This is an optimization exercise on Yosys and OpenROAD, whose aim is small area, not a production implementation. Function was checked by simulation only, so behaviour that the tests miss may differ from the original. In every run shown here, the design's own scripts or RTL, not TritonCTS, make the clock network. The clock port is modelled as an ideal driver, which makes a skipped or thinned clock tree look cheaper than it is; a real chip needs a root buffer or a tree. Power and IR drop assume default switching activity.

==> flow/config.mk <==
export PLATFORM = sky130hd
export DESIGN_NAME = fpga_top
export DESIGN_NICKNAME = fpga_top
export VERILOG_FILES = /design/flow/design.v
export SDC_FILE = /design/flow/constraint.sdc
export NUM_CORES = 4
export LEC_CHECK = 0
export ABC_AREA = 1
export CAP_MARGIN = 20
export CORE_MARGIN = 2
export CORE_UTILIZATION = 65
export PLACE_DENSITY = 0.75
export SLEW_MARGIN = 20
==> flow/flow/abc_area_deep.script <==
strash
&get -n
&deepsyn -T 30
&put
dch
map -a
topo
==> flow/flow/cells.v <==
module mac8(m, n, kn, yn);
    input [7:0] m, n, kn;
    output [7:0] yn;
    wire ppn1;
    wire ppn3;
    wire ppn5;
    wire ppn7;
    wire ppn9;
    wire ppn11;
    wire ppn13;
    wire ppn15;
    wire ppn17;
    wire ppn19;
    wire ppn21;
    wire ppn23;
    wire ppn25;
    wire ppn27;
    wire ppn29;
    wire ppn31;
    wire ppn33;
    wire ppn35;
    wire ppn37;
    wire ppn39;
    wire ppn41;
    wire ppn43;
    wire ppn45;
    wire ppn47;
    wire ppn49;
    wire ppn51;
    wire ppn53;
    wire ppn55;
    wire ppn57;
    wire ppn59;
    wire ppn61;
    wire ppn63;
    wire ppn65;
    wire ppn67;
    wire ppn69;
    wire ppn71;
    wire s73;
    wire c74;
    wire s77;
    wire c78;
    wire s80;
    wire c81;
    wire s84;
    wire c85;
    wire s87;
    wire c88;
    wire s90;
    wire c91;
    wire s94;
    wire c95;
    wire s97;
    wire c98;
    wire s100;
    wire c101;
    wire s103;
    wire c104;
    wire s107;
    wire c108;
    wire s110;
    wire c111;
    wire s113;
    wire c114;
    wire s116;
    wire c117;
    wire s119;
    wire c120;
    wire s123;
    wire c124;
    wire s126;
    wire c127;
    wire s129;
    wire c130;
    wire s132;
    wire c133;
    wire s135;
    wire c136;
    wire s138;
    wire c139;
    wire s142;
    wire c143;
    wire s145;
    wire c146;
    wire s148;
    wire c149;
    wire s151;
    wire c152;
    wire s154;
    wire c155;
    wire s157;
    wire c158;
    wire s160;
    wire c161;
    wire x164;
    wire x166;
    wire x168;
    wire x170;
    wire x172;
    wire x174;
    wire x176;
    wire x178;
    wire x180;
    wire x182;
    wire x184;
    wire x186;
    wire x188;
    wire x190;
    sky130_fd_sc_hd__nand2_1 g2 (.A(m[0]), .B(n[0]), .Y(ppn1));
    sky130_fd_sc_hd__nand2_1 g4 (.A(m[1]), .B(n[0]), .Y(ppn3));
    sky130_fd_sc_hd__nand2_1 g6 (.A(m[2]), .B(n[0]), .Y(ppn5));
    sky130_fd_sc_hd__nand2_1 g8 (.A(m[3]), .B(n[0]), .Y(ppn7));
    sky130_fd_sc_hd__nand2_1 g10 (.A(m[4]), .B(n[0]), .Y(ppn9));
    sky130_fd_sc_hd__nand2_1 g12 (.A(m[5]), .B(n[0]), .Y(ppn11));
    sky130_fd_sc_hd__nand2_1 g14 (.A(m[6]), .B(n[0]), .Y(ppn13));
    sky130_fd_sc_hd__nand2_1 g16 (.A(m[7]), .B(n[0]), .Y(ppn15));
    sky130_fd_sc_hd__nand2_1 g18 (.A(m[0]), .B(n[1]), .Y(ppn17));
    sky130_fd_sc_hd__nand2_1 g20 (.A(m[1]), .B(n[1]), .Y(ppn19));
    sky130_fd_sc_hd__nand2_1 g22 (.A(m[2]), .B(n[1]), .Y(ppn21));
    sky130_fd_sc_hd__nand2_1 g24 (.A(m[3]), .B(n[1]), .Y(ppn23));
    sky130_fd_sc_hd__nand2_1 g26 (.A(m[4]), .B(n[1]), .Y(ppn25));
    sky130_fd_sc_hd__nand2_1 g28 (.A(m[5]), .B(n[1]), .Y(ppn27));
    sky130_fd_sc_hd__nand2_1 g30 (.A(m[6]), .B(n[1]), .Y(ppn29));
    sky130_fd_sc_hd__nand2_1 g32 (.A(m[0]), .B(n[2]), .Y(ppn31));
    sky130_fd_sc_hd__nand2_1 g34 (.A(m[1]), .B(n[2]), .Y(ppn33));
    sky130_fd_sc_hd__nand2_1 g36 (.A(m[2]), .B(n[2]), .Y(ppn35));
    sky130_fd_sc_hd__nand2_1 g38 (.A(m[3]), .B(n[2]), .Y(ppn37));
    sky130_fd_sc_hd__nand2_1 g40 (.A(m[4]), .B(n[2]), .Y(ppn39));
    sky130_fd_sc_hd__nand2_1 g42 (.A(m[5]), .B(n[2]), .Y(ppn41));
    sky130_fd_sc_hd__nand2_1 g44 (.A(m[0]), .B(n[3]), .Y(ppn43));
    sky130_fd_sc_hd__nand2_1 g46 (.A(m[1]), .B(n[3]), .Y(ppn45));
    sky130_fd_sc_hd__nand2_1 g48 (.A(m[2]), .B(n[3]), .Y(ppn47));
    sky130_fd_sc_hd__nand2_1 g50 (.A(m[3]), .B(n[3]), .Y(ppn49));
    sky130_fd_sc_hd__nand2_1 g52 (.A(m[4]), .B(n[3]), .Y(ppn51));
    sky130_fd_sc_hd__nand2_1 g54 (.A(m[0]), .B(n[4]), .Y(ppn53));
    sky130_fd_sc_hd__nand2_1 g56 (.A(m[1]), .B(n[4]), .Y(ppn55));
    sky130_fd_sc_hd__nand2_1 g58 (.A(m[2]), .B(n[4]), .Y(ppn57));
    sky130_fd_sc_hd__nand2_1 g60 (.A(m[3]), .B(n[4]), .Y(ppn59));
    sky130_fd_sc_hd__nand2_1 g62 (.A(m[0]), .B(n[5]), .Y(ppn61));
    sky130_fd_sc_hd__nand2_1 g64 (.A(m[1]), .B(n[5]), .Y(ppn63));
    sky130_fd_sc_hd__nand2_1 g66 (.A(m[2]), .B(n[5]), .Y(ppn65));
    sky130_fd_sc_hd__nand2_1 g68 (.A(m[0]), .B(n[6]), .Y(ppn67));
    sky130_fd_sc_hd__nand2_1 g70 (.A(m[1]), .B(n[6]), .Y(ppn69));
    sky130_fd_sc_hd__nand2_1 g72 (.A(m[0]), .B(n[7]), .Y(ppn71));
    sky130_fd_sc_hd__xnor2_1 g75 (.A(ppn1), .B(kn[0]), .Y(s73));
    sky130_fd_sc_hd__or2_1 g76 (.A(ppn1), .B(kn[0]), .X(c74));
    assign yn[0] = s73;
    sky130_fd_sc_hd__fa_1 g79 (.A(ppn3), .B(ppn17), .CIN(kn[1]), .COUT(c78), .SUM(s77));
    sky130_fd_sc_hd__xnor2_1 g82 (.A(c74), .B(s77), .Y(s80));
    sky130_fd_sc_hd__or2_1 g83 (.A(c74), .B(s77), .X(c81));
    assign yn[1] = s80;
    sky130_fd_sc_hd__fa_1 g86 (.A(ppn5), .B(ppn19), .CIN(ppn31), .COUT(c85), .SUM(s84));
    sky130_fd_sc_hd__fa_1 g89 (.A(kn[2]), .B(c78), .CIN(c81), .COUT(c88), .SUM(s87));
    sky130_fd_sc_hd__xnor2_1 g92 (.A(s84), .B(s87), .Y(s90));
    sky130_fd_sc_hd__or2_1 g93 (.A(s84), .B(s87), .X(c91));
    assign yn[2] = s90;
    sky130_fd_sc_hd__fa_1 g96 (.A(ppn7), .B(ppn21), .CIN(ppn33), .COUT(c95), .SUM(s94));
    sky130_fd_sc_hd__fa_1 g99 (.A(ppn43), .B(kn[3]), .CIN(c85), .COUT(c98), .SUM(s97));
    sky130_fd_sc_hd__fa_1 g102 (.A(c88), .B(c91), .CIN(s94), .COUT(c101), .SUM(s100));
    sky130_fd_sc_hd__xnor2_1 g105 (.A(s97), .B(s100), .Y(s103));
    sky130_fd_sc_hd__or2_1 g106 (.A(s97), .B(s100), .X(c104));
    assign yn[3] = s103;
    sky130_fd_sc_hd__fa_1 g109 (.A(ppn9), .B(ppn23), .CIN(ppn35), .COUT(c108), .SUM(s107));
    sky130_fd_sc_hd__fa_1 g112 (.A(ppn45), .B(ppn53), .CIN(kn[4]), .COUT(c111), .SUM(s110));
    sky130_fd_sc_hd__fa_1 g115 (.A(c95), .B(c98), .CIN(c101), .COUT(c114), .SUM(s113));
    sky130_fd_sc_hd__fa_1 g118 (.A(c104), .B(s107), .CIN(s110), .COUT(c117), .SUM(s116));
    sky130_fd_sc_hd__xnor2_1 g121 (.A(s113), .B(s116), .Y(s119));
    sky130_fd_sc_hd__or2_1 g122 (.A(s113), .B(s116), .X(c120));
    assign yn[4] = s119;
    sky130_fd_sc_hd__fa_1 g125 (.A(ppn11), .B(ppn25), .CIN(ppn37), .COUT(c124), .SUM(s123));
    sky130_fd_sc_hd__fa_1 g128 (.A(ppn47), .B(ppn55), .CIN(ppn61), .COUT(c127), .SUM(s126));
    sky130_fd_sc_hd__fa_1 g131 (.A(kn[5]), .B(c108), .CIN(c111), .COUT(c130), .SUM(s129));
    sky130_fd_sc_hd__fa_1 g134 (.A(c114), .B(c117), .CIN(c120), .COUT(c133), .SUM(s132));
    sky130_fd_sc_hd__fa_1 g137 (.A(s123), .B(s126), .CIN(s129), .COUT(c136), .SUM(s135));
    sky130_fd_sc_hd__xnor2_1 g140 (.A(s132), .B(s135), .Y(s138));
    sky130_fd_sc_hd__or2_1 g141 (.A(s132), .B(s135), .X(c139));
    assign yn[5] = s138;
    sky130_fd_sc_hd__fa_1 g144 (.A(ppn13), .B(ppn27), .CIN(ppn39), .COUT(c143), .SUM(s142));
    sky130_fd_sc_hd__fa_1 g147 (.A(ppn49), .B(ppn57), .CIN(ppn63), .COUT(c146), .SUM(s145));
    sky130_fd_sc_hd__fa_1 g150 (.A(ppn67), .B(kn[6]), .CIN(c124), .COUT(c149), .SUM(s148));
    sky130_fd_sc_hd__fa_1 g153 (.A(c127), .B(c130), .CIN(c133), .COUT(c152), .SUM(s151));
    sky130_fd_sc_hd__fa_1 g156 (.A(c136), .B(c139), .CIN(s142), .COUT(c155), .SUM(s154));
    sky130_fd_sc_hd__fa_1 g159 (.A(s145), .B(s148), .CIN(s151), .COUT(c158), .SUM(s157));
    sky130_fd_sc_hd__xnor2_1 g162 (.A(s154), .B(s157), .Y(s160));
    sky130_fd_sc_hd__or2_1 g163 (.A(s154), .B(s157), .X(c161));
    assign yn[6] = s160;
    sky130_fd_sc_hd__xor2_1 g165 (.A(ppn15), .B(ppn29), .X(x164));
    sky130_fd_sc_hd__xor2_1 g167 (.A(ppn41), .B(ppn51), .X(x166));
    sky130_fd_sc_hd__xor2_1 g169 (.A(ppn59), .B(ppn65), .X(x168));
    sky130_fd_sc_hd__xor2_1 g171 (.A(ppn69), .B(ppn71), .X(x170));
    sky130_fd_sc_hd__xor2_1 g173 (.A(kn[7]), .B(c143), .X(x172));
    sky130_fd_sc_hd__xor2_1 g175 (.A(c146), .B(c149), .X(x174));
    sky130_fd_sc_hd__xor2_1 g177 (.A(c152), .B(c155), .X(x176));
    sky130_fd_sc_hd__xor2_1 g179 (.A(c158), .B(c161), .X(x178));
    sky130_fd_sc_hd__xor2_1 g181 (.A(x164), .B(x166), .X(x180));
    sky130_fd_sc_hd__xor2_1 g183 (.A(x168), .B(x170), .X(x182));
    sky130_fd_sc_hd__xor2_1 g185 (.A(x172), .B(x174), .X(x184));
    sky130_fd_sc_hd__xor2_1 g187 (.A(x176), .B(x178), .X(x186));
    sky130_fd_sc_hd__xor2_1 g189 (.A(x180), .B(x182), .X(x188));
    sky130_fd_sc_hd__xor2_1 g191 (.A(x184), .B(x186), .X(x190));
    sky130_fd_sc_hd__xnor2_1 g192 (.A(x188), .B(x190), .Y(yn[7]));
endmodule
module dsel(data_in, a, b, c, r, mac_n, ld_a, ldx_n, a_hold, bx, bx_n, ks, ks_n, lr_n, hr, a_d, b_next, k_n, r_d);
    input [7:0] data_in, a, b, c, r, mac_n;
    input ld_a, ldx_n, a_hold, bx, bx_n, ks, ks_n, lr_n, hr;
    output [7:0] a_d, b_next, k_n, r_d;
    wire [7:0] at;
    sky130_fd_sc_hd__nor2_1 gt0 (.A(ldx_n), .B(mac_n[0]), .Y(at[0]));
    sky130_fd_sc_hd__a221o_1 ga0 (.A1(ld_a), .A2(data_in[0]), .B1(a_hold), .B2(a[0]), .C1(at[0]), .X(a_d[0]));
    sky130_fd_sc_hd__a22o_1 gb0 (.A1(data_in[0]), .A2(bx), .B1(b[0]), .B2(bx_n), .X(b_next[0]));
    sky130_fd_sc_hd__a22oi_1 gk0 (.A1(c[0]), .A2(ks), .B1(b[0]), .B2(ks_n), .Y(k_n[0]));
    sky130_fd_sc_hd__a2bb2o_1 gr0 (.A1_N(lr_n), .A2_N(mac_n[0]), .B1(r[0]), .B2(hr), .X(r_d[0]));
    sky130_fd_sc_hd__nor2_1 gt1 (.A(ldx_n), .B(mac_n[1]), .Y(at[1]));
    sky130_fd_sc_hd__a221o_1 ga1 (.A1(ld_a), .A2(data_in[1]), .B1(a_hold), .B2(a[1]), .C1(at[1]), .X(a_d[1]));
    sky130_fd_sc_hd__a22o_1 gb1 (.A1(data_in[1]), .A2(bx), .B1(b[1]), .B2(bx_n), .X(b_next[1]));
    sky130_fd_sc_hd__a22oi_1 gk1 (.A1(c[1]), .A2(ks), .B1(b[1]), .B2(ks_n), .Y(k_n[1]));
    sky130_fd_sc_hd__a2bb2o_1 gr1 (.A1_N(lr_n), .A2_N(mac_n[1]), .B1(r[1]), .B2(hr), .X(r_d[1]));
    sky130_fd_sc_hd__nor2_1 gt2 (.A(ldx_n), .B(mac_n[2]), .Y(at[2]));
    sky130_fd_sc_hd__a221o_1 ga2 (.A1(ld_a), .A2(data_in[2]), .B1(a_hold), .B2(a[2]), .C1(at[2]), .X(a_d[2]));
    sky130_fd_sc_hd__a22o_1 gb2 (.A1(data_in[2]), .A2(bx), .B1(b[2]), .B2(bx_n), .X(b_next[2]));
    sky130_fd_sc_hd__a22oi_1 gk2 (.A1(c[2]), .A2(ks), .B1(b[2]), .B2(ks_n), .Y(k_n[2]));
    sky130_fd_sc_hd__a2bb2o_1 gr2 (.A1_N(lr_n), .A2_N(mac_n[2]), .B1(r[2]), .B2(hr), .X(r_d[2]));
    sky130_fd_sc_hd__nor2_1 gt3 (.A(ldx_n), .B(mac_n[3]), .Y(at[3]));
    sky130_fd_sc_hd__a221o_1 ga3 (.A1(ld_a), .A2(data_in[3]), .B1(a_hold), .B2(a[3]), .C1(at[3]), .X(a_d[3]));
    sky130_fd_sc_hd__a22o_1 gb3 (.A1(data_in[3]), .A2(bx), .B1(b[3]), .B2(bx_n), .X(b_next[3]));
    sky130_fd_sc_hd__a22oi_1 gk3 (.A1(c[3]), .A2(ks), .B1(b[3]), .B2(ks_n), .Y(k_n[3]));
    sky130_fd_sc_hd__a2bb2o_1 gr3 (.A1_N(lr_n), .A2_N(mac_n[3]), .B1(r[3]), .B2(hr), .X(r_d[3]));
    sky130_fd_sc_hd__nor2_1 gt4 (.A(ldx_n), .B(mac_n[4]), .Y(at[4]));
    sky130_fd_sc_hd__a221o_1 ga4 (.A1(ld_a), .A2(data_in[4]), .B1(a_hold), .B2(a[4]), .C1(at[4]), .X(a_d[4]));
    sky130_fd_sc_hd__a22o_1 gb4 (.A1(data_in[4]), .A2(bx), .B1(b[4]), .B2(bx_n), .X(b_next[4]));
    sky130_fd_sc_hd__a22oi_1 gk4 (.A1(c[4]), .A2(ks), .B1(b[4]), .B2(ks_n), .Y(k_n[4]));
    sky130_fd_sc_hd__a2bb2o_1 gr4 (.A1_N(lr_n), .A2_N(mac_n[4]), .B1(r[4]), .B2(hr), .X(r_d[4]));
    sky130_fd_sc_hd__nor2_1 gt5 (.A(ldx_n), .B(mac_n[5]), .Y(at[5]));
    sky130_fd_sc_hd__a221o_1 ga5 (.A1(ld_a), .A2(data_in[5]), .B1(a_hold), .B2(a[5]), .C1(at[5]), .X(a_d[5]));
    sky130_fd_sc_hd__a22o_1 gb5 (.A1(data_in[5]), .A2(bx), .B1(b[5]), .B2(bx_n), .X(b_next[5]));
    sky130_fd_sc_hd__a22oi_1 gk5 (.A1(c[5]), .A2(ks), .B1(b[5]), .B2(ks_n), .Y(k_n[5]));
    sky130_fd_sc_hd__a2bb2o_1 gr5 (.A1_N(lr_n), .A2_N(mac_n[5]), .B1(r[5]), .B2(hr), .X(r_d[5]));
    sky130_fd_sc_hd__nor2_1 gt6 (.A(ldx_n), .B(mac_n[6]), .Y(at[6]));
    sky130_fd_sc_hd__a221o_1 ga6 (.A1(ld_a), .A2(data_in[6]), .B1(a_hold), .B2(a[6]), .C1(at[6]), .X(a_d[6]));
    sky130_fd_sc_hd__a22o_1 gb6 (.A1(data_in[6]), .A2(bx), .B1(b[6]), .B2(bx_n), .X(b_next[6]));
    sky130_fd_sc_hd__a22oi_1 gk6 (.A1(c[6]), .A2(ks), .B1(b[6]), .B2(ks_n), .Y(k_n[6]));
    sky130_fd_sc_hd__a2bb2o_1 gr6 (.A1_N(lr_n), .A2_N(mac_n[6]), .B1(r[6]), .B2(hr), .X(r_d[6]));
    sky130_fd_sc_hd__nor2_1 gt7 (.A(ldx_n), .B(mac_n[7]), .Y(at[7]));
    sky130_fd_sc_hd__a221o_1 ga7 (.A1(ld_a), .A2(data_in[7]), .B1(a_hold), .B2(a[7]), .C1(at[7]), .X(a_d[7]));
    sky130_fd_sc_hd__a22o_1 gb7 (.A1(data_in[7]), .A2(bx), .B1(b[7]), .B2(bx_n), .X(b_next[7]));
    sky130_fd_sc_hd__a22oi_1 gk7 (.A1(c[7]), .A2(ks), .B1(b[7]), .B2(ks_n), .Y(k_n[7]));
    sky130_fd_sc_hd__a2bb2o_1 gr7 (.A1_N(lr_n), .A2_N(mac_n[7]), .B1(r[7]), .B2(hr), .X(r_d[7]));
endmodule

module ctrl(state, go_n, resetn, state_next, ld_a, ldx_n, a_hold, bx, bx_n, c_en, ks, ks_n, lr_n, hr);
  input [3:0] state;
  wire [3:0] state;
  input go_n;
  wire go_n;
  input resetn;
  wire resetn;
  output [3:0] state_next;
  wire [3:0] state_next;
  output ld_a;
  wire ld_a;
  output ldx_n;
  wire ldx_n;
  output a_hold;
  wire a_hold;
  output bx;
  wire bx;
  output bx_n;
  wire bx_n;
  output c_en;
  wire c_en;
  output ks;
  wire ks;
  output ks_n;
  wire ks_n;
  output lr_n;
  wire lr_n;
  output hr;
  wire hr;
  wire _00_;
  wire _01_;
  wire _02_;
  wire _03_;
  wire _04_;
  wire _05_;
  wire _06_;
  wire _07_;
  wire _08_;
  wire _09_;
  wire _10_;
  wire _11_;
  wire _12_;
  wire _13_;
  wire _14_;
  wire _15_;
  wire _16_;
  wire _17_;
  sky130_fd_sc_hd__clkinv_1 _18_ (
    .A(state[3]),
    .Y(ks_n)
  );
  sky130_fd_sc_hd__clkinv_1 _19_ (
    .A(state[1]),
    .Y(_00_)
  );
  sky130_fd_sc_hd__clkinv_1 _20_ (
    .A(go_n),
    .Y(_01_)
  );
  sky130_fd_sc_hd__nand2_1 _21_ (
    .A(ks_n),
    .B(_01_),
    .Y(_02_)
  );
  sky130_fd_sc_hd__nand2_1 _22_ (
    .A(_02_),
    .B(state[0]),
    .Y(_03_)
  );
  sky130_fd_sc_hd__nor2_1 _23_ (
    .A(_00_),
    .B(_03_),
    .Y(_04_)
  );
  sky130_fd_sc_hd__clkinv_1 _24_ (
    .A(_04_),
    .Y(_05_)
  );
  sky130_fd_sc_hd__nand2_1 _25_ (
    .A(_05_),
    .B(resetn),
    .Y(_06_)
  );
  sky130_fd_sc_hd__a21oi_1 _26_ (
    .A1(_00_),
    .A2(_03_),
    .B1(_06_),
    .Y(state_next[1])
  );
  sky130_fd_sc_hd__clkinv_1 _27_ (
    .A(state[2]),
    .Y(_07_)
  );
  sky130_fd_sc_hd__or2_2 _28_ (
    .A(state[0]),
    .B(ks_n),
    .X(_08_)
  );
  sky130_fd_sc_hd__nor3_1 _29_ (
    .A(state[1]),
    .B(_07_),
    .C(_08_),
    .Y(_09_)
  );
  sky130_fd_sc_hd__nand2_1 _30_ (
    .A(_09_),
    .B(resetn),
    .Y(lr_n)
  );
  sky130_fd_sc_hd__clkinv_1 _31_ (
    .A(_09_),
    .Y(_10_)
  );
  sky130_fd_sc_hd__nand2_1 _32_ (
    .A(_10_),
    .B(resetn),
    .Y(_11_)
  );
  sky130_fd_sc_hd__a21oi_1 _33_ (
    .A1(_02_),
    .A2(_08_),
    .B1(_11_),
    .Y(state_next[0])
  );
  sky130_fd_sc_hd__nor2_1 _34_ (
    .A(state[3]),
    .B(state[0]),
    .Y(_12_)
  );
  sky130_fd_sc_hd__nand2_1 _35_ (
    .A(_12_),
    .B(_00_),
    .Y(_13_)
  );
  sky130_fd_sc_hd__nor2_1 _36_ (
    .A(_07_),
    .B(_13_),
    .Y(c_en)
  );
  sky130_fd_sc_hd__clkinv_1 _37_ (
    .A(_12_),
    .Y(_14_)
  );
  sky130_fd_sc_hd__nor2_1 _38_ (
    .A(_01_),
    .B(_07_),
    .Y(_15_)
  );
  sky130_fd_sc_hd__nor3_1 _39_ (
    .A(_00_),
    .B(_14_),
    .C(_15_),
    .Y(bx)
  );
  sky130_fd_sc_hd__nand2_1 _40_ (
    .A(bx),
    .B(state[2]),
    .Y(ldx_n)
  );
  sky130_fd_sc_hd__clkinv_1 _41_ (
    .A(bx),
    .Y(bx_n)
  );
  sky130_fd_sc_hd__nor2_1 _42_ (
    .A(state[2]),
    .B(_13_),
    .Y(ld_a)
  );
  sky130_fd_sc_hd__a21oi_1 _43_ (
    .A1(bx),
    .A2(state[2]),
    .B1(ld_a),
    .Y(a_hold)
  );
  sky130_fd_sc_hd__clkinv_1 _44_ (
    .A(_11_),
    .Y(hr)
  );
  sky130_fd_sc_hd__o21ai_0 _45_ (
    .A1(_07_),
    .A2(_05_),
    .B1(hr),
    .Y(_16_)
  );
  sky130_fd_sc_hd__nand4_1 _46_ (
    .A(_04_),
    .B(ks_n),
    .C(state[2]),
    .D(resetn),
    .Y(_17_)
  );
  sky130_fd_sc_hd__o21ai_0 _47_ (
    .A1(ks_n),
    .A2(_16_),
    .B1(_17_),
    .Y(state_next[3])
  );
  sky130_fd_sc_hd__a21oi_1 _48_ (
    .A1(_07_),
    .A2(_05_),
    .B1(_16_),
    .Y(state_next[2])
  );
  assign ks = state[3];
endmodule

module hex_decoder(hex_digit, segments);
  input [3:0] hex_digit;
  wire [3:0] hex_digit;
  output [6:0] segments;
  wire [6:0] segments;
  wire _00_;
  wire _01_;
  wire _02_;
  wire _03_;
  wire _04_;
  wire _05_;
  wire _06_;
  wire _07_;
  wire _08_;
  wire _09_;
  wire _10_;
  wire _11_;
  wire _12_;
  wire _13_;
  wire _14_;
  wire _15_;
  wire _16_;
  wire _17_;
  wire _18_;
  wire _19_;
  wire _20_;
  sky130_fd_sc_hd__clkinv_1 _21_ (
    .A(hex_digit[2]),
    .Y(_00_)
  );
  sky130_fd_sc_hd__nor2_1 _22_ (
    .A(hex_digit[1]),
    .B(_00_),
    .Y(_01_)
  );
  sky130_fd_sc_hd__clkinv_1 _23_ (
    .A(hex_digit[3]),
    .Y(_02_)
  );
  sky130_fd_sc_hd__nand2_1 _24_ (
    .A(_01_),
    .B(_02_),
    .Y(_03_)
  );
  sky130_fd_sc_hd__clkinv_1 _25_ (
    .A(hex_digit[1]),
    .Y(_04_)
  );
  sky130_fd_sc_hd__nor2_1 _26_ (
    .A(hex_digit[2]),
    .B(_04_),
    .Y(_05_)
  );
  sky130_fd_sc_hd__o22ai_1 _27_ (
    .A1(hex_digit[0]),
    .A2(_02_),
    .B1(_01_),
    .B2(_05_),
    .Y(_06_)
  );
  sky130_fd_sc_hd__clkinv_1 _28_ (
    .A(_06_),
    .Y(_07_)
  );
  sky130_fd_sc_hd__o22ai_1 _29_ (
    .A1(hex_digit[0]),
    .A2(_03_),
    .B1(hex_digit[2]),
    .B2(_07_),
    .Y(_08_)
  );
  sky130_fd_sc_hd__clkinv_1 _30_ (
    .A(hex_digit[0]),
    .Y(_09_)
  );
  sky130_fd_sc_hd__a21oi_1 _31_ (
    .A1(_09_),
    .A2(hex_digit[2]),
    .B1(hex_digit[3]),
    .Y(_10_)
  );
  sky130_fd_sc_hd__clkinv_1 _32_ (
    .A(_10_),
    .Y(_11_)
  );
  sky130_fd_sc_hd__clkinv_1 _33_ (
    .A(_01_),
    .Y(_12_)
  );
  sky130_fd_sc_hd__nor2_1 _34_ (
    .A(hex_digit[0]),
    .B(_05_),
    .Y(_13_)
  );
  sky130_fd_sc_hd__a21oi_1 _35_ (
    .A1(_11_),
    .A2(_12_),
    .B1(_13_),
    .Y(_14_)
  );
  sky130_fd_sc_hd__nand2_1 _36_ (
    .A(_14_),
    .B(_03_),
    .Y(_15_)
  );
  sky130_fd_sc_hd__clkinv_1 _37_ (
    .A(_15_),
    .Y(segments[5])
  );
  sky130_fd_sc_hd__nor2_1 _38_ (
    .A(_08_),
    .B(segments[5]),
    .Y(segments[1])
  );
  sky130_fd_sc_hd__nor2_1 _39_ (
    .A(_00_),
    .B(_02_),
    .Y(_16_)
  );
  sky130_fd_sc_hd__a21oi_1 _40_ (
    .A1(hex_digit[1]),
    .A2(hex_digit[3]),
    .B1(_09_),
    .Y(_17_)
  );
  sky130_fd_sc_hd__nor2_1 _41_ (
    .A(_01_),
    .B(_17_),
    .Y(_18_)
  );
  sky130_fd_sc_hd__nor2_1 _42_ (
    .A(_16_),
    .B(_18_),
    .Y(segments[4])
  );
  sky130_fd_sc_hd__o22ai_1 _43_ (
    .A1(hex_digit[0]),
    .A2(_03_),
    .B1(_13_),
    .B2(_07_),
    .Y(segments[3])
  );
  sky130_fd_sc_hd__a21oi_1 _44_ (
    .A1(_12_),
    .A2(_11_),
    .B1(_07_),
    .Y(segments[6])
  );
  sky130_fd_sc_hd__nor2_1 _45_ (
    .A(_16_),
    .B(segments[5]),
    .Y(_19_)
  );
  sky130_fd_sc_hd__nor2_1 _46_ (
    .A(_17_),
    .B(_19_),
    .Y(segments[2])
  );
  sky130_fd_sc_hd__nand2_1 _47_ (
    .A(_08_),
    .B(_14_),
    .Y(_20_)
  );
  sky130_fd_sc_hd__o21ai_0 _48_ (
    .A1(_10_),
    .A2(_06_),
    .B1(_20_),
    .Y(segments[0])
  );
endmodule
==> flow/constraint.sdc <==
create_clock -name core_clock -period 10.0 [get_ports {CLOCK_50}]
set_input_delay 2.0000 -clock core_clock [delete_from_list [all_inputs] [get_ports {CLOCK_50}]]
set_output_delay 2.0000 -clock core_clock [all_outputs]
set_load 0.01 [all_outputs]
==> flow/design.v <==
module fpga_top(SW, KEY, CLOCK_50, LEDR, HEX0, HEX1);
    input [9:0] SW;
    input [3:0] KEY;
    input CLOCK_50;
    output [9:0] LEDR;
    output [6:0] HEX0, HEX1;
    wire [7:0] data_result;
    quad_core u0(
        .clk(CLOCK_50),
        .resetn(KEY[0]),
        .go_n(KEY[1]),
        .data_in(SW[7:0]),
        .data_result(data_result)
    );
    assign LEDR[9:0] = {2'b00, data_result};
    hex_decoder H0(.hex_digit(data_result[3:0]), .segments(HEX0));
    hex_decoder H1(.hex_digit(data_result[7:4]), .segments(HEX1));
endmodule
module quad_core(
    input clk,
    input resetn,
    input go_n,
    input [7:0] data_in,
    output reg [7:0] data_result
    );
    reg [3:0] state;
    reg [7:0] a, b, c;
    wire [3:0] state_next;
    wire ld_a, ldx_n, a_hold, bx, bx_n, c_en, ks, ks_n, lr_n, hr;
    ctrl C0(
        .state(state), .go_n(go_n), .resetn(resetn),
        .state_next(state_next),
        .ld_a(ld_a), .ldx_n(ldx_n), .a_hold(a_hold), .bx(bx), .bx_n(bx_n), .c_en(c_en),
        .ks(ks), .ks_n(ks_n), .lr_n(lr_n), .hr(hr)
    );
    wire [7:0] mac_n;      
    wire [7:0] a_d, b_next, k_n, r_d;
    dsel S0(
        .data_in(data_in), .a(a), .b(b), .c(c), .r(data_result), .mac_n(mac_n),
        .ld_a(ld_a), .ldx_n(ldx_n), .a_hold(a_hold), .bx(bx), .bx_n(bx_n), .ks(ks), .ks_n(ks_n),
        .lr_n(lr_n), .hr(hr),
        .a_d(a_d), .b_next(b_next), .k_n(k_n), .r_d(r_d)
    );
    mac8 M0(.m(a), .n(b_next), .kn(k_n), .yn(mac_n));
    always @(posedge clk) begin
        state <= state_next;
        a <= a_d;
        b <= b_next;
        if (c_en)
            c <= data_in;
        data_result <= r_d;
    end
endmodule
module ctrl(
    input  [3:0] state,
    input        go_n,
    input        resetn,
    output [3:0] state_next,
    output       ld_a,       
    output       ldx_n,      
    output       a_hold,     
    output       bx,         
    output       bx_n,
    output       c_en,       
    output       ks,         
    output       ks_n,
    output       lr_n,       
    output       hr          
    );
    wire go      = ~go_n;
    wire advance = state[3] | (state[0] ^ go);
    wire last    = (state == 4'd12);
    wire ld_x    = (state == 4'd6) & go;
    assign state_next = (!resetn || (advance && last)) ? 4'd0 :
                        advance ? state + 4'd1 : state;
    assign ld_a = (state == 4'd0);
    assign ldx_n  = ~ld_x;
    assign a_hold = ~ld_a & ~ld_x;
    assign bx   = (state == 4'd2) | ld_x;
    assign bx_n = ~bx;
    assign c_en = (state == 4'd4);
    assign ks   = state[3];
    assign ks_n = ~state[3];
    assign lr_n = ~(last & resetn);
    assign hr   = ~last & resetn;
endmodule
module dsel(
    input  [7:0] data_in, a, b, c, r, mac_n,
    input        ld_a, ldx_n, a_hold, bx, bx_n, ks, ks_n, lr_n, hr,
    output [7:0] a_d, b_next, k_n, r_d
    );
    assign a_d    = (data_in & {8{ld_a}}) | (a & {8{a_hold}}) | (~mac_n & {8{~ldx_n}});
    assign b_next = (data_in & {8{bx}}) | (b & {8{bx_n}});
    assign k_n    = ~((c & {8{ks}}) | (b & {8{ks_n}}));
    assign r_d    = (~mac_n & {8{~lr_n}}) | (r & {8{hr}});
endmodule
module mac8(m, n, kn, yn);
    input [7:0] m, n, kn;
    output [7:0] yn;
    assign yn = ~(m * n + ~kn);
endmodule
module hex_decoder(hex_digit, segments);
    input [3:0] hex_digit;
    output [6:0] segments;
    localparam [15:0] SEG0 = 16'h2812,
                      SEG1 = 16'hd860,
                      SEG2 = 16'hd004,
                      SEG3 = 16'h8692,
                      SEG4 = 16'h02ba,
                      SEG5 = 16'h208e,
                      SEG6 = 16'h1083;
    assign segments = {SEG6[hex_digit], SEG5[hex_digit], SEG4[hex_digit],
                       SEG3[hex_digit], SEG2[hex_digit], SEG1[hex_digit],
                       SEG0[hex_digit]};
endmodule
==> flow/standard.sh <==
#!/bin/bash
# synth_recipe.tcl (not shown) runs the flow's synth.tcl, then flattens the netlist and writes it again
# the make line also repeats each setting of config.mk as NAME=value (left out here)
make -C /OpenROAD-flow-scripts/flow DESIGN_CONFIG=/design/flow/config.mk WORK_HOME=/design/flow/orfs CLKGATE_MAP_FILE= SYNTH_SCRIPT=/design/flow/synth_recipe.tcl "${@:-finish}"
==> flow/flow/n_buf.tcl <==
# Clock tree of one level: the clock port drives CLKBUF_COUNT clock buffers
# (cell CLKBUF_CELL); the register clock pins are split into that many groups
# of near-equal size by position (k-means), and each group is driven by one
# buffer placed at the group's centroid. Used in place of TritonCTS.
proc clock_tree_synthesis {args} {
  set master_name $::env(CLKBUF_CELL)
  set nbuf $::env(CLKBUF_COUNT)
  set block [ord::get_db_block]
  set master [[ord::get_db] findMaster $master_name]
  set clk_net [[$block findBTerm CLOCK_50] getNet]
  set pts {}
  foreach it [$clk_net getITerms] {
    set bb [[$it getInst] getBBox]
    lappend pts [list $it [expr {([$bb xMin] + [$bb xMax]) / 2.0}] [expr {([$bb yMin] + [$bb yMax]) / 2.0}]]
  }
  set n [llength $pts]
  # seed centres along x, then balanced k-means (each group gets at most ceil(n/k))
  set sorted [lsort -real -index 1 $pts]
  set cap [expr {int(ceil(double($n) / $nbuf))}]
  set centres {}
  for {set g 0} {$g < $nbuf} {incr g} {
    set p [lindex $sorted [expr {int(($g + 0.5) * $n / $nbuf)}]]
    lappend centres [list [lindex $p 1] [lindex $p 2]]
  }
  for {set iter 0} {$iter < 20} {incr iter} {
    # assign greedily by distance, respecting capacity
    set pairs {}
    set i 0
    foreach p $pts {
      set g 0
      foreach c $centres {
        set d [expr {abs([lindex $p 1] - [lindex $c 0]) + abs([lindex $p 2] - [lindex $c 1])}]
        lappend pairs [list $d $i $g]
        incr g
      }
      incr i
    }
    set pairs [lsort -real -index 0 $pairs]
    set assign [lrepeat $n -1]
    set count [lrepeat $nbuf 0]
    foreach pr $pairs {
      lassign $pr d i g
      if {[lindex $assign $i] >= 0 || [lindex $count $g] >= $cap} continue
      lset assign $i $g
      lset count $g [expr {[lindex $count $g] + 1}]
    }
    set newc {}
    for {set g 0} {$g < $nbuf} {incr g} {
      set sx 0.0; set sy 0.0; set k 0
      for {set i 0} {$i < $n} {incr i} {
        if {[lindex $assign $i] == $g} {
          set p [lindex $pts $i]
          set sx [expr {$sx + [lindex $p 1]}]; set sy [expr {$sy + [lindex $p 2]}]; incr k
        }
      }
      if {$k > 0} { lappend newc [list [expr {$sx / $k}] [expr {$sy / $k}]] } else { lappend newc [lindex $centres $g] }
    }
    set centres $newc
  }
  $clk_net setSigType CLOCK
  for {set g 0} {$g < $nbuf} {incr g} {
    set buf [odb::dbInst_create $block $master clkbuf_$g]
    set net [odb::dbNet_create $block clknet_$g]
    $net setSigType CLOCK
    [$buf findITerm A] connect $clk_net
    [$buf findITerm X] connect $net
    set c [lindex $centres $g]
    $buf setLocation [expr {int([lindex $c 0])}] [expr {int([lindex $c 1])}]
    $buf setPlacementStatus PLACED
    set k 0
    for {set i 0} {$i < $n} {incr i} {
      if {[lindex $assign $i] == $g} {
        set it [lindex [lindex $pts $i] 0]
        $it disconnect
        $it connect $net
        incr k
      }
    }
    puts "clock buffer clkbuf_$g ($master_name) drives $k clock pins"
  }
}
==> flow/flow/run.sh <==
#!/bin/bash
# Layout flow: the standard flow (standard.sh) with these changes:
#  - synthesis: the purely combinational modules of the design (mac8, dsel,
#    ctrl, hex_decoder) are taken from the hand-mapped cell netlists in
#    flow/cells.v instead of being synthesized from their RTL bodies; the
#    registers stay in the RTL and are inferred as in the standard synthesis.
#    Yosys's full-adder extraction is off and ABC uses an area script.
#  - ports are buffered with sky130_fd_sc_hd__buf_1.
#  - clock tree: the clock port drives two clkbuf_8, each driving half of
#    the register clock pins, grouped by position (flow/n_buf.tcl, run in
#    place of TritonCTS).
set -euo pipefail
here=$(pwd)
python3 - "$FLOW_DESIGN" flow/cells.v design_cells.v > swap_modules.log 2>&1 <<'PY'
import re, sys
src = open(sys.argv[1]).read()
cells = open(sys.argv[2]).read()
for m in re.finditer(r'^\s*module\s+(\w+)\b.*?^\s*endmodule\b', cells, re.S | re.M):
    name = m.group(1)
    mm = re.search(r'^\s*module\s+' + name + r'\b.*?^\s*endmodule\b', src, re.S | re.M)
    assert mm, "module %s not found" % name
    src = src[:mm.start()] + "\n" + m.group(0) + "\n" + src[mm.end():]
    print("replaced", name)
open(sys.argv[3], 'w').write(src)
PY
cp flow/abc_area_deep.script abc_area_deep.script
{
  head -n 1 synth_recipe.tcl
  cat <<TCL
proc abc {args} {
  set i [lsearch -exact \$args -script]
  if {\$i >= 0} { set args [lreplace \$args [expr {\$i+1}] [expr {\$i+1}] $here/abc_area_deep.script] }
  set j [lsearch -exact \$args -D]
  if {\$j >= 0} { set args [lreplace \$args \$j [expr {\$j+1}]] }
  yosys abc {*}\$args
}
TCL
  tail -n +2 synth_recipe.tcl
} > my_synth.tcl
export CLKBUF_CELL=sky130_fd_sc_hd__clkbuf_8 CLKBUF_COUNT=2
bash standard.sh VERILOG_FILES="$here/design_cells.v" ADDER_MAP_FILE= SYNTH_SCRIPT="$here/my_synth.tcl" \
  BUFFER_PORTS_ARGS="-inputs -outputs -buffer_cell sky130_fd_sc_hd__buf_1" \
  PRE_CTS_TCL="$here/flow/n_buf.tcl" \
  finish > standard_flow.log 2>&1
==> results.toml, run 1 <==
[clocking]
clkTransAtPathRegs_ps = 110
cts_resized = 0
clkLatencyLatePin_ps = 160
hold_buffers = 0
post_cts_buffers = 0

[critical_path]
worst_path_most_repeated_cell = "fa_1"
slowest_stage = "fa_1"
worstSetupStartpointType = "input port"
end_kind = "register"
worstPathMaxFanout = 11
max_stage_delay_ps = 510
setup.worst_path.class = "input port to register"
crit_required_ps = 10050
arrival_ps = 8910

[grt]
antenna_found_initial = 0
grt_overflow = 0
track_usage = 0.2598
grt_pass1_wl_mm = 8.500
grt_start_max_net_pins = 19
grt_pass1_vias = 1850

[routing]
ant_nets = 0
drc_errors = 0
first_pass_iters = 4
drt-total-wl_mm = 4.791
viasPerCell = 5.554
drt_first_iter_violations = 96
wl_per_cell_um = 14.43
vias = 1844

[logic_synthesis]
ys_types = 21
yosysWarnings = 1
syn-mean-instance-area_um2 = 9.131
syn_inst = 252
syn_area_um2 = 2301
synth-simple-area-share = 0.1593
ys_ff_latch = 36
muxShareOfSynthArea = 0
seq_area_frac_synth = 0.3480
synth_top_family_by_area = "adder cells"
synthAdderAreaFrac = 0.1827
synth_compound_area_frac = 0.1773
synth-xor-area-share = 0.08374

[finish]
fillers = 277
final_cell_mix = "nand2_1, buf_1, nor2_1, dfxtp_1, clkinv_1"
drive_gt1_frac = 0.01399
finalNetCount = 324
final_common_cell = "nand2_1"
n_antenna_cell = 0
area_growth_pct = 8.755
utilization = 0.7440

[sta]
max_freq_ghz = 0.1129
worst_pin_slew_ps = 868.6
finalSetupViolations = 0
finalSetupTns_ps = 0
slew_violations = 0
fin_crit_ps = 8859
clock_skew_ps = 13.18
min_period_over_period = 0.8859
rsz0062_at_grt = "false"
finalHoldViolCount = 0
relSlewSlack = 0.4209

[floorplanning]
pin_count = 39
fp-row-count = 21
die_h_um = 63.50
core_region_area_um2 = 3363
fp.dieArea_um2 = 4032
start_util = 0.6842
die_w_um = 63.50

[placed_design]
numPortBuffers = 32
dp_hpwl_mm = 3.726
gp_congestion = 0.8297

[worst_hold_path]
hold_path_class = "register to register"

[job]
max_cap_viol_count = 0

[power_and_ir_drop]
p_seq_frac = 0.320
leakage_uw = 0.0008807
power_frac_clock = 0.097
p_int_uw = 330.9
p_per_area_nw_per_um2 = 215.9
ir_drop_uv = 174.2
power.switching_uw = 209.4
power_frac_comb = 0.583
switching_share = 0.3876
power_uw = 540.3

[status]
status = "complete, no violations"
worst max-delay path, delay by kind of cell:
family	cells	cell delay (ps)
buf+inv	4	580
compound gates	2	670
xor+xnor	4	740
simple gates	9	1630
fa+ha+maj	7	3270
layer usage:
metal | part of all wire | track usage | vias up
li1 | - | - | 919
met1 | 0.46 | 0.3670 | 865
met2 | 0.47 | 0.4658 | 58
met3 | 0.065 | 0.01250 | 2
met4 | 0.0056 | 0.01630 | 0
met5 | 0 | 0 | -
cell type report:
cell class / count / area (um^2) / area share
Timing Repair Buffer: 33 / 127.6 / 0.05100
Multi-Input combinational cell: 190 / 1395 / 0.5575
Tap cell: 46 / 57.56 / 0.02300
Buffer: 2 / 27.53 / 0.01100
Sequential cell: 36 / 800.8 / 0.3200
Inverter: 25 / 93.84 / 0.03750
state kept, by name, summed over array words and instances, names as in the netlist:
| name | count |
|---|---|
| u0.b | 8 |
| u0.state | 4 |
| u0.c | 8 |
| u0.data_result | 8 |
| u0.a | 8 |
cells in the mapped netlist, drive strengths merged:
cell type	number	share of area
nand2	49	0.080
o21ai	4	0.0087
edfxtp	8	0.10
conb	1	0.0016
dfxtp	28	0.24
xnor2	8	0.030
clkinv	25	0.041
buf	2	0.0065
a2bb2o	8	0.035
nand4	1	0.0027
fa	21	0.18
a221o	8	0.035
or2	8	0.022
o22ai	6	0.016
a21oi	12	0.026
xor2	14	0.053
a22o	8	0.030
nor3	2	0.0044
nor2	31	0.051
a22oi	8	0.026
final timing paths:
kind	from	endpoint	slack, ps	depth (start not counted)
hold / removal	u0.state[1]	u0.state[1]	500	2
setup reg to reg	u0.state[3]	u0.a[7]	2350	25
setup / recovery	KEY[1]	u0.a[7]	1140	26
hold reg to reg	u0.state[1]	u0.state[1]	500	2
cell families after synthesis:
kind of cell | after synthesis
simple gates | 91
compound gates | 54
flops | 36
buf+inv | 27
xor+xnor | 22
fa+ha+maj | 21
other cells | 1
power groups by stage:
stage | clock network [uW] | registers [uW] | logic (uW)
6_report | 52.3 | 173 | 315
5_1_grt | 58.3 | 175 | 355
4_1_cts | 40.1 | 176 | 314
3_5_place_dp | 0 | 176 | 312
3_3_place_gp | 0 | 176 | 299
2_1_floorplan | 0 | 173 | 254
through the flow:
stage	cells	cell area (um^2)	hold slack [ps]	setup slack [ps]
2_1_floorplan	253	2305	454.8	1098
3_3_place_gp	330	2475	476.5	1113
3_5_place_dp	330	2475	488.5	1001
4_1_cts	332	2502	487.7	968.2
5_1_grt	332	2502	538.2	778.8
6_report	332	2502	498.8	1141
==> inputs of run 2 (changes only) <==
--- a/flow/config.mk
+++ b/flow/config.mk
@@ -8,6 +8,6 @@
 export ABC_AREA = 1
 export CAP_MARGIN = 20
 export CORE_MARGIN = 2
-export CORE_UTILIZATION = 65
-export PLACE_DENSITY = 0.75
+export CORE_UTILIZATION = 80
+export PLACE_DENSITY = 0.9
 export SLEW_MARGIN = 20
==> results.toml, run 2 <==
[status]
status = "complete, no violations"

[finish]
final_cell_mix = "nand2_1, buf_1, nor2_1, dfxtp_1, clkinv_1"
finalNetCount = 324
multi_input_area_um2 = 1395
utilization = 0.9085
n_antenna_cell = 0
regArea_um2 = 800.8
final_common_cell = "nand2_1"
area_growth_pct = 7.939
drive_gt1_frac = 0.01399
fillers = 130

[grt]
grt_pass1_wl_mm = 9.466
grt_pass1_vias = 2009
grt_start_max_net_pins = 19
grt_overflow = 0
track_usage = 0.3691
antenna_found_initial = 0

[critical_path]
ff2ff_path_depth = 25
slowest_stage = "fa_1"
worst_path_most_repeated_cell = "fa_1"
worstSetupStartpointType = "input port"
crit_required_ps = 10070
cp-endpoint = "u0.a[7]"
r2r_end = "u0.a[7]"
setup.worst_path.class = "input port to register"
max_stage_delay_ps = 540
end_kind = "register"
worstPathMaxFanout = 11
reg2reg_from = "u0.state[3]"
r2r_setup_slack_ps = 2280
crit_path_start = "KEY[1]"
arrival_ps = 9070

[routing]
drc_errors = 0
vias = 2102
ant_nets = 0
wl_per_cell_um = 18.30
drt-total-wl_mm = 5.802
drt_first_iter_violations = 153
viasPerCell = 6.631
first_pass_iters = 6

[job]
max_cap_viol_count = 0

[floorplanning]
pin_count = 39
fp-row-count = 19
core_region_area_um2 = 2734
fp.dieArea_um2 = 3321
start_util = 0.8416
die_w_um = 57.63
die_h_um = 57.63

[power_and_ir_drop]
ir_drop_uv = 249.2
power.switching_uw = 228.3
power_frac_clock = 0.097
switching_share = 0.4071
p_seq_frac = 0.312
p_per_area_nw_per_um2 = 225.8
leakage_uw = 0.0008807
p_int_uw = 332.5
power_frac_comb = 0.591

[logic_synthesis]
ys_async_sr_fraction = 0
ys_types = 21
seq_area_frac_synth = 0.3480
synth_ff_type = "dfxtp_1"
ys_ff_latch = 36
yosysWarnings = 1
synth_top_area_frac = 0.2436
synth_edf_count = 8
synth_most_common_cell = "nand2_1"
synth.area.top_cells = "dfxtp_1, fa_1, edfxtp_1, nand2_1, xor2_1"
synth_top_cell_by_area = "dfxtp_1"
synthTopCellsByCount = "nand2_1, nor2_1, dfxtp_1"
syn_inst = 252
syn_area_um2 = 2301
syn-mean-instance-area_um2 = 9.131

[sta]
relSlewSlack = 0.5253
finalSetupViolations = 0
min_period_over_period = 0.9001
clock_skew_ps = 14.16
fin_crit_ps = 9001
finalHoldViolCount = 0
rsz0062_at_grt = "false"
slew_violations = 0
finalSetupTns_ps = 0
worst_pin_slew_ps = 712.1
max_freq_ghz = 0.1111

[clocking]
clkLatencyLatePin_ps = 170
cts_resized = 0
hold_buffers = 0
clkTransAtPathRegs_ps = 110
post_cts_buffers = 0

[worst_hold_path]
hold_path_class = "register to register"

[placed_design]
dp_hpwl_mm = 4.126
gp_congestion = 0.9069
numPortBuffers = 32
[run 2: per-stage QoR]
step           instances  hold WS [ps]  setup WS, ps  instance area (um^2)  power (uW)
5_1_grt              317         517.5         772.9                  2484       592.9
2_1_floorplan        253         454.8          1098                  2305       427.3
6_report             317         511.3         999.0                  2484       560.8
4_1_cts              317         480.3         885.5                  2484       539.4
3_3_place_gp         315         476.4          1194                  2456       468.8
3_5_place_dp         315         477.9          1026                  2456       493.8
[run 2: cell families (layout without fill, tap and decap cells)]
family	after synthesis	count (layout)	share of synthesized area
AOI/OAI and AO/OA	54	54	0.1773
xor gates and xnor gates	22	22	0.08374
adders and majority gates	21	21	0.1827
buffers and inverters	27	60	0.04731
DFF	36	36	0.3480
other	1	2	0.001630
and+or+nand+nor	91	91	0.1593
[run 2: routing by layer]
metal / vias up / wire length, um / track usage
li1: 920 / - / -
met1: 967 / 1990 / 0.4579
met2: 179 / 2822 / 0.6347
met3: 36 / 676 / 0.04911
met4: 0 / 313 / 0.1860
met5: - / 0 / 0
[run 2: worst max-delay path: cells and delay by family]
| kind | cells | cell delay (ps) |
|---|---|---|
| AOI/OAI and AO/OA | 2 | 670 |
| xor gates and xnor gates | 4 | 730 |
| adders and majority gates | 7 | 3400 |
| buffers and inverters | 4 | 540 |
| and+or+nand+nor | 9 | 1710 |
[run 2: worst min-delay path by stage]
stage	cells after the start	to	slack (ps)	start
6_report	1	u0.a[7]	510	u0.a[7]
3_5_place_dp	1	u0.a[7]	480	u0.a[7]
2_1_floorplan	1	u0.a[7]	450	u0.a[7]
4_1_cts	1	u0.a[7]	480	u0.a[7]
3_3_place_gp	1	u0.a[7]	480	u0.a[7]
5_1_grt	1	u0.a[7]	520	u0.a[7]
[run 2: layout make-up]
cell class | instances | area share
multi-input combinational | 190 | 0.5617
timing repair buffer | 33 | 0.05139
inverter | 25 | 0.03778
buffer | 2 | 0.01108
sequential | 36 | 0.3224
tap | 31 | 0.01562
[run 2: power by group through the flow]
| stage | Combinational (uW) | Clock, uW | Sequential (uW) |
|---|---|---|---|
| final | 331 | 54.4 | 175 |
| after global routing | 358 | 59.3 | 176 |
| after CTS | 322 | 40.1 | 177 |
| after detailed placement | 317 | 0 | 177 |
| after global placement | 293 | 0 | 176 |
| after floorplan | 254 | 0 | 173 |
==> inputs of run 3 (changes only) <==
--- a/flow/config.mk
+++ b/flow/config.mk
@@ -8,6 +8,5 @@
 export ABC_AREA = 1
 export CAP_MARGIN = 20
 export CORE_MARGIN = 2
-export CORE_UTILIZATION = 80
-export PLACE_DENSITY = 0.9
+export CORE_UTILIZATION = 40
 export SLEW_MARGIN = 20
==> results.toml, run 3 <==
[status]
status = "complete, no violations"

[floorplanning]
start_util = 0.4153
core_region_area_um2 = 5540
fp-row-count = 27
die_h_um = 79.85
fp.dieArea_um2 = 6375
die_w_um = 79.85
pin_count = 39

[critical_path]
worstSetupStartpointType = "input port"
worstPathMaxFanout = 8
end_kind = "register"
setup.worst_path.class = "input port to register"
crit_required_ps = 10070
max_stage_delay_ps = 510
worst_path_most_repeated_cell = "fa_1"
ff2ff_path_depth = 25
slowest_stage = "fa_1"
arrival_ps = 9080

[clocking]
post_cts_buffers = 0
hold_buffers = 0
clkTransAtPathRegs_ps = 120
clkLatencyLatePin_ps = 170
cts_resized = 0

[logic_synthesis]
ys_ff_latch = 36
synth_top_cell_by_area = "dfxtp_1"
synth_top_area_frac = 0.2436
syn-mean-instance-area_um2 = 9.131
yosysWarnings = 1
ys_async_sr_fraction = 0
syn_inst = 252
seq_area_frac_synth = 0.3480
synth_most_common_cell = "nand2_1"
synth_edf_count = 8
ys_types = 21
synth_ff_type = "dfxtp_1"
synth.area.top_cells = "dfxtp_1, fa_1, edfxtp_1, nand2_1, xor2_1"
syn_area_um2 = 2301
synthTopCellsByCount = "nand2_1, nor2_1, dfxtp_1"

[sta]
rsz0062_at_grt = "false"
fin_crit_ps = 9002
setup_ws_ps = 997.6
min_period_over_period = 0.9002
worst_pin_slew_ps = 790.4
finalHoldViolCount = 0
slew_violations = 0
finalSetupTns_ps = 0
max_freq_ghz = 0.1111
relSlewSlack = 0.4711
finalSetupViolations = 0
clock_skew_ps = 8.108

[placed_design]
pre_cts_slack_ps = 798.3
dp_hpwl_mm = 3.969
post-place-cells = 357
numPortBuffers = 32
gp_congestion = 0.8226

[routing]
drc_errors = 0
ant_nets = 0
drt_first_iter_violations = 113
drt-total-wl_mm = 5.034
viasPerCell = 5.097
wl_per_cell_um = 14.02
vias = 1830
first_pass_iters = 4

[power_and_ir_drop]
power_frac_comb = 0.585
p_per_area_nw_per_um2 = 219.1
leakage_uw = 0.0008861
p_int_uw = 329.7
power_frac_clock = 0.104
switching_share = 0.4080
power.switching_uw = 227.3
ir_drop_uv = 131.6
p_seq_frac = 0.312

[finish]
fillers = 571
n_antenna_cell = 0
drive_gt1_frac = 0.01742
area_growth_pct = 10.49
instances_no_fill = 359
final_cell_mix = "nand2_1, buf_1, nor2_1, dfxtp_1, clkinv_1"
final_common_cell = "nand2_1"
finalNetCount = 325

[grt]
grt_pass1_wl_mm = 8.645
grt_start_max_net_pins = 19
antenna_found_initial = 0
grt_pass1_vias = 1746
track_usage = 0.1701
grt_overflow = 0

[worst_hold_path]
whs_path_depth = 1
hold_path_class = "register to register"

[job]
max_cap_viol_count = 0
==> run 3: through the flow <==
stage / hold WS, ps / util / instance area, um^2 / power [uW]
after global placement: 472.0 / 0.4539 / 2515 / 500.7
after detailed placement: 474.1 / 0.4539 / 2515 / 504.4
final: 504.3 / 0.4589 / 2542 / 557.0
after global routing: 544.9 / 0.4589 / 2542 / 606.6
after CTS: 481.6 / 0.4589 / 2542 / 547.6
after floorplan: 454.8 / - / 2305 / 427.3
==> run 3: cell type report <==
type / count / area [um^2] / area share
buffer: 2 / 27.53 / 0.01083
inverter: 25 / 93.84 / 0.03691
multi-input combinational: 190 / 1395 / 0.5487
sequential: 36 / 800.8 / 0.3150
tap: 72 / 90.09 / 0.03543
timing repair buffer: 34 / 135.1 / 0.05315
==> run 3: path summary, 6_finish.rpt <==
| path | from | end | slack [ps] |
|---|---|---|---|
| hold reg to reg | u0.a[7] | u0.a[7] | 500 |
| setup reg to reg | u0.state[3] | u0.a[7] | 2200 |
| setup / recovery | KEY[1] | u0.a[7] | 1000 |
| hold / removal | u0.a[7] | u0.a[7] | 500 |
==> run 3: critical path, delay by kind of cell <==
family / cells / cell delay (ps)
AO/OA/AOI/OAI: 2 / 670
adder cells (fa/ha/maj): 7 / 3250
XOR/XNOR: 4 / 830
buffers and inverters: 4 / 580
AND/OR/NAND/NOR: 9 / 1750
==> run 3: power by group through the flow <==
stage / Sequential, uW / Combinational (uW) / Clock [uW]
6_report: 174 / 326 / 57.7
5_1_grt: 176 / 368 / 63.1
4_1_cts: 177 / 331 / 40.1
3_5_place_dp: 177 / 328 / 0
3_3_place_gp: 177 / 324 / 0
2_1_floorplan: 173 / 254 / 0
==> run 3: metal layers <==
metal,part of all wire,global-route usage,up-vias
met5,0,0,-
met1,0.47,0.2462,858
li1,-,-,919
met2,0.47,0.2950,49
met4,0.0081,0.01017,0
met3,0.054,0.01018,4
==> run 3: kinds of logic (layout without fill, tap and decap cells) <==
kind of cell / after synthesis / count (layout) / share of synthesized area
simple gates: 91 / 91 / 0.1593
xor+xnor: 22 / 22 / 0.08374
flops: 36 / 36 / 0.3480
fa+ha+maj: 21 / 21 / 0.1827
other cells: 1 / 2 / 0.001630
buf+inv: 27 / 61 / 0.04731
compound gates: 54 / 54 / 0.1773

==> re-timing with driven ports <==
The flow's constraints put no driver on any port. The routed layouts listed below were extracted and timed again, unchanged, in two steps. Step 1: set_driving_cell puts a clkbuf_16 on CLOCK_50 and a buf_2 on each other input, an assumption about the parent block. Step 2 also shifts input and output timing later by t, the mid clock arrival at the registers, as if the neighbouring blocks saw the same clock. a / b / c = ideal ports / drivers / drivers and shift; a / b = the first two.
run | t, ns | slack for setup (ns) | hold slack, ns
run 1 | 0.193 | 1.141 / 1.158 / 0.966 | 0.499 / 0.499 / 0.499
run 2 | 0.199 | 0.999 / 0.995 / 0.796 | 0.511 / 0.511 / 0.511
run 3 | 0.206 | 0.998 / 1.013 / 0.807 | 0.504 / 0.504 / 0.504
After both steps setup and hold are still met in every run listed. For run 2, which loses most, drivers alone change the setup slack by -0.004 ns; drivers and shift together by -0.203 ns.
